Context: an optimization exercise on an open-source flow, tuned for small area and a short achievable clock period. The choices shown serve that exercise and are no tape-out recipe. Function was checked by simulation only, so behaviour that the tests miss may differ from the original. No activity file was given, so power comes from the tool's default toggle rates.

==> module maddr_dec, before the edit <==
module maddr_dec (input [4:0] a, input [4:0] b, input [31:0] valid, output [31:0] dec);
    wire [3:0] oa_lo = 4'd1 << a[1:0];
    wire [3:0] ob_lo = 4'd1 << b[1:0];
    wire [7:0] oa_hi = 8'd1 << a[4:2];
    wire [7:0] ob_hi = 8'd1 << b[4:2];
    reg  [3:0] lo;
    reg  [7:0] hi0;
    integer j, k;
    always @(*) begin
        for (k = 0; k < 4; k = k + 1) begin
            lo[k] = 1'b0;
            for (j = 0; j < 4; j = j + 1)
                lo[k] = lo[k] | (oa_lo[j] & ob_lo[(k - j + 4) % 4]);
        end
        for (k = 0; k < 8; k = k + 1) begin
            hi0[k] = 1'b0;
            for (j = 0; j < 8; j = j + 1)
                hi0[k] = hi0[k] | (oa_hi[j] & ob_hi[(k - j + 8) % 8]);
        end
    end
    wire       c2 = (a[1] & b[1]) | ((a[1] | b[1]) & a[0] & b[0]);
    wire [7:0] hi = c2 ? {hi0[6:0], hi0[7]} : hi0;
    genvar i;
    generate
        for (i = 0; i < 32; i = i + 1) begin : d
            assign dec[i] = lo[i % 4] & hi[i / 4] & valid[i];
        end
    endgenerate
endmodule
==> module top_module, before the edit <==
module top_module (
    input clk,rst_n,
    input [31:0] instr,
    output [31:0] pc,
    output signed [31:0] result
);
    wire [5:0] op    = instr[31:26];
    wire [4:0] rs    = instr[25:21];
    wire [4:0] rt    = instr[20:16];
    wire [4:0] rd    = instr[15:11];
    wire [5:0] funct = instr[5:0];
    wire [31:0] imm  = {{16{instr[15]}}, instr[15:0]};
    wire is_r    = (op == 6'b000000);
    wire is_lw   = (op == 6'b100011);
    wire is_sw   = (op == 6'b101011);
    wire is_beq  = (op == 6'b000100);
    wire is_addi = (op == 6'b001000);
    wire is_j    = (op == 6'b000010);
    wire f_add = (funct == 6'b100000);
    wire f_sub = (funct == 6'b100010);
    wire f_or  = (funct == 6'b100101);
    wire f_slt = (funct == 6'b101010);
    wire r_and = is_r & ~(f_add | f_sub | f_or | f_slt);
    wire r_or  = is_r & f_or;
    wire r_slt = is_r & f_slt;
    wire sub    = is_beq | (is_r & (f_sub | f_slt));
    wire op_add = ~is_r | f_add | f_sub;
    wire alusrc = is_lw | is_sw | is_addi;
    reg  [29:0] PC;            
    assign pc = {PC, 2'b00};
    genvar i, b;
    wire [4:0]  wreg     = is_r ? rd : rt;
    wire        regwrite = is_r | is_lw | is_addi;
    wire [31:0] rwe      = (32'd1 << wreg) & {32{regwrite}} & 32'hFFFF_FFFE;
    reg  [31:0] rvalid;
    always @(posedge clk or negedge rst_n)
        if (!rst_n) rvalid <= 32'd0;
        else        rvalid <= rvalid | rwe;
    wire [31:0] sel1, sel1a, sel2;
    rsel dec1  (.a(rs), .valid(rvalid), .sel(sel1));
    rsel dec1a (.a(rs), .valid(rvalid), .sel(sel1a));
    rsel dec2  (.a(rt), .valid(rvalid), .sel(sel2));
    wire [31:0] rq [0:31];
    assign rq[0] = 32'd0;
    generate
        for (i = 1; i < 32; i = i + 1) begin : r
            reg  [31:0] d;
            always @(posedge clk)
                if (rwe[i]) d <= wdata;
            assign rq[i] = d;
        end
    endgenerate
    wire [31:0] RD1, RD2;
    wire [31:0] mdec, msel;
    reg  [31:0] mvalid;
    maddr_dec mad (.a(RD1[4:0]), .b(instr[4:0]), .valid(mvalid), .dec(msel));
    wire [4:0]  waddr = RD1[4:0] + instr[4:0];
    assign mdec = 32'd1 << waddr;
    wire [31:0] mwe   = mdec & {32{is_sw}};
    always @(posedge clk or negedge rst_n)
        if (!rst_n) mvalid <= 32'd0;
        else        mvalid <= mvalid | mwe;
    wire [31:0] mq [0:31];
    generate
        for (i = 0; i < 32; i = i + 1) begin : m
            reg  [31:0] d;
            always @(posedge clk)
                if (mwe[i]) d <= RD2;
            assign mq[i] = d;
        end
    endgenerate
    wire [31:0] mrd;
    generate
        for (b = 0; b < 32; b = b + 1) begin : rp
            wire [31:1] rcol;
            wire [31:0] mcol;
            for (i = 0; i < 32; i = i + 1) begin : c
                if (i > 0) assign rcol[i] = rq[i][b];
                assign mcol[i] = mq[i][b];
            end
            onehot_mux31 p1 (.sel(b < 5 ? sel1a[31:1] : sel1[31:1]), .d(rcol), .y(RD1[b]));
            onehot_mux31 p2 (.sel(sel2[31:1]), .d(rcol), .y(RD2[b]));
            onehot_mux32 p3 (.sel(msel), .d(mcol), .y(mrd[b]));
        end
    endgenerate
    wire [31:0] wdata;
    wire        eq;
    ALU alu (.A(RD1), .RD2(RD2), .imm(imm), .mrd(mrd), .alusrc(alusrc), .nalusrc(~alusrc), .sub(sub),
             .c_mem(is_lw), .c_add(~is_lw & op_add), .c_and(r_and), .c_or(r_or),
             .c_slt(r_slt), .result(result), .wdata(wdata), .eq(eq));
    wire [29:0] pc4  = PC + 30'd1;
    wire [29:0] pcbr = PC + imm[29:0] + 30'd1;
    wire        take = is_beq & eq;
    wire [29:0] pcn  = is_j ? {pc4[29:26], instr[25:0]} : (take ? pcbr : pc4);
    always @(posedge clk or negedge rst_n)
        if (!rst_n) PC <= 30'd0;
        else        PC <= pcn;
endmodule
Settings: LEC_CHECK=0, CAP_MARGIN=20, CELL_PAD_IN_SITES_DETAIL_PLACEMENT=1, CORE_MARGIN=2, CORE_UTILIZATION=45, PLACE_DENSITY=0.6, SETUP_SLACK_MARGIN=5, SLEW_MARGIN=20, SYNTH_HIERARCHICAL=1; clock period 16.0 ns.
standard.sh (not shown) runs the stock make flow with config.mk's settings and CLKGATE_MAP_FILE= SYNTH_SCRIPT=/design/flow/synth_recipe.tcl, a recipe that flattens the netlist after the stock synthesis.
==> flow/flow/run.sh <==
#!/bin/bash
# Layout: the standard ORFS flow (standard.sh, unchanged synthesis),
# with these changes to how the layout is built:
#  - timing repair aims for 6 ns of setup slack instead of 5;
#  - ports are buffered with buf_4 cells (resizable within the buf family)
#    instead of the delay cell buffer_ports picks by default;
#  - clock tree synthesis adds no dummy loads and clusters up to 20 flops
#    per clkbuf_16 leaf buffer.
# make's full output goes to flow_make.log here; ORFS keeps each step's log
# under orfs/logs/.
set -euo pipefail
bash standard.sh \
  "SETUP_SLACK_MARGIN=6" \
  "BUFFER_PORTS_ARGS=-buffer_cell sky130_fd_sc_hd__buf_4" \
  "CTS_ARGS=-sink_clustering_enable -repair_clock_nets -dont_use_dummy_load -buf_list sky130_fd_sc_hd__clkbuf_16 -sink_clustering_size 20 -sink_clustering_max_diameter 100" \
  finish > flow_make.log 2>&1
Next try:
--- a/flow/design.v
+++ b/flow/design.v
@@ -1353,13 +1353,13 @@
     nand2g ux (.a(sel[31]), .b(d[31]), .y(nx));
     ohtail t (.n(n), .nx(nx), .y(y));
 endmodule
 module rsel (input [4:0] a, input [31:0] valid, output [31:0] sel);
     assign sel = (32'd1 << a) & valid & 32'hFFFF_FFFE;
 endmodule
-module maddr_dec (input [4:0] a, input [4:0] b, input [31:0] valid, output [31:0] dec);
+module maddr_dec (input [4:0] a, input [4:0] b, output [31:0] dec);
     wire [3:0] oa_lo = 4'd1 << a[1:0];
     wire [3:0] ob_lo = 4'd1 << b[1:0];
     wire [7:0] oa_hi = 8'd1 << a[4:2];
     wire [7:0] ob_hi = 8'd1 << b[4:2];
     reg  [3:0] lo;
     reg  [7:0] hi0;
@@ -1378,13 +1378,13 @@
     end
     wire       c2 = (a[1] & b[1]) | ((a[1] | b[1]) & a[0] & b[0]);
     wire [7:0] hi = c2 ? {hi0[6:0], hi0[7]} : hi0;
     genvar i;
     generate
         for (i = 0; i < 32; i = i + 1) begin : d
-            assign dec[i] = lo[i % 4] & hi[i / 4] & valid[i];
+            assign dec[i] = lo[i % 4] & hi[i / 4];
         end
     endgenerate
 endmodule
 module top_module (
     input clk,rst_n,
     input [31:0] instr,
@@ -1435,21 +1435,20 @@
             always @(posedge clk)
                 if (rwe[i]) d <= wdata;
             assign rq[i] = d;
         end
     endgenerate
     wire [31:0] RD1, RD2;
-    wire [31:0] mdec, msel;
-    reg  [31:0] mvalid;
-    maddr_dec mad (.a(RD1[4:0]), .b(instr[4:0]), .valid(mvalid), .dec(msel));
-    wire [4:0]  waddr = RD1[4:0] + instr[4:0];
-    assign mdec = 32'd1 << waddr;
+    wire [31:0] mdec;
+    maddr_dec mad (.a(RD1[4:0]), .b(instr[4:0]), .dec(mdec));
     wire [31:0] mwe   = mdec & {32{is_sw}};
+    reg  [31:0] mvalid;
     always @(posedge clk or negedge rst_n)
         if (!rst_n) mvalid <= 32'd0;
         else        mvalid <= mvalid | mwe;
+    wire [31:0] msel = mdec & mvalid;
     wire [31:0] mq [0:31];
     generate
         for (i = 0; i < 32; i = i + 1) begin : m
             reg  [31:0] d;
             always @(posedge clk)
                 if (mwe[i]) d <= RD2;
Effect:
- via count goes up by a few percent
- setup slack is worse by 0.074 ns
- first-iteration DRC count goes up by roughly a tenth
- register-to-register slack is better by 2.9 ns
- design area barely changes
- non-clock buffer count goes down by 24
- fmax goes down slightly
- die area is about the same
- synthesized cell count hardly moves
- utilization hardly moves
- total power is about the same
- routed wire length goes up by a little under a tenth

separate check: timing with driven ports:
The results above use ideal ports. As a check the final layouts listed here were re-extracted and re-timed, cells and wires unchanged. Step 1, drivers: a clkbuf_16 drives clk and a buf_2 each remaining input, both assumed. Step 2 moves the port delays by t, midway between the first and last clock arrival at a register: inputs arrive t later, outputs are due t later. That takes back most of the time a late clock gives input paths. a / b / c = no drivers / after step 1 / after step 2; a / b = the first two.
| run | t (ns) | setup slack, ns | worst setup path after step 2 | worst slew at a driven data input, ns |
|---|---|---|---|---|
| the first run | 0.891 | 4.877 / 4.828 / 4.031 | input to register | 0.16 |
| the second run | 0.861 | 4.803 / 4.679 / 4.679 | input to output | 0.17 |
After both steps every run listed still meets setup and hold. For the first run, which loses most, drivers alone change the setup slack by -0.049 ns; drivers and shift together by -0.846 ns.
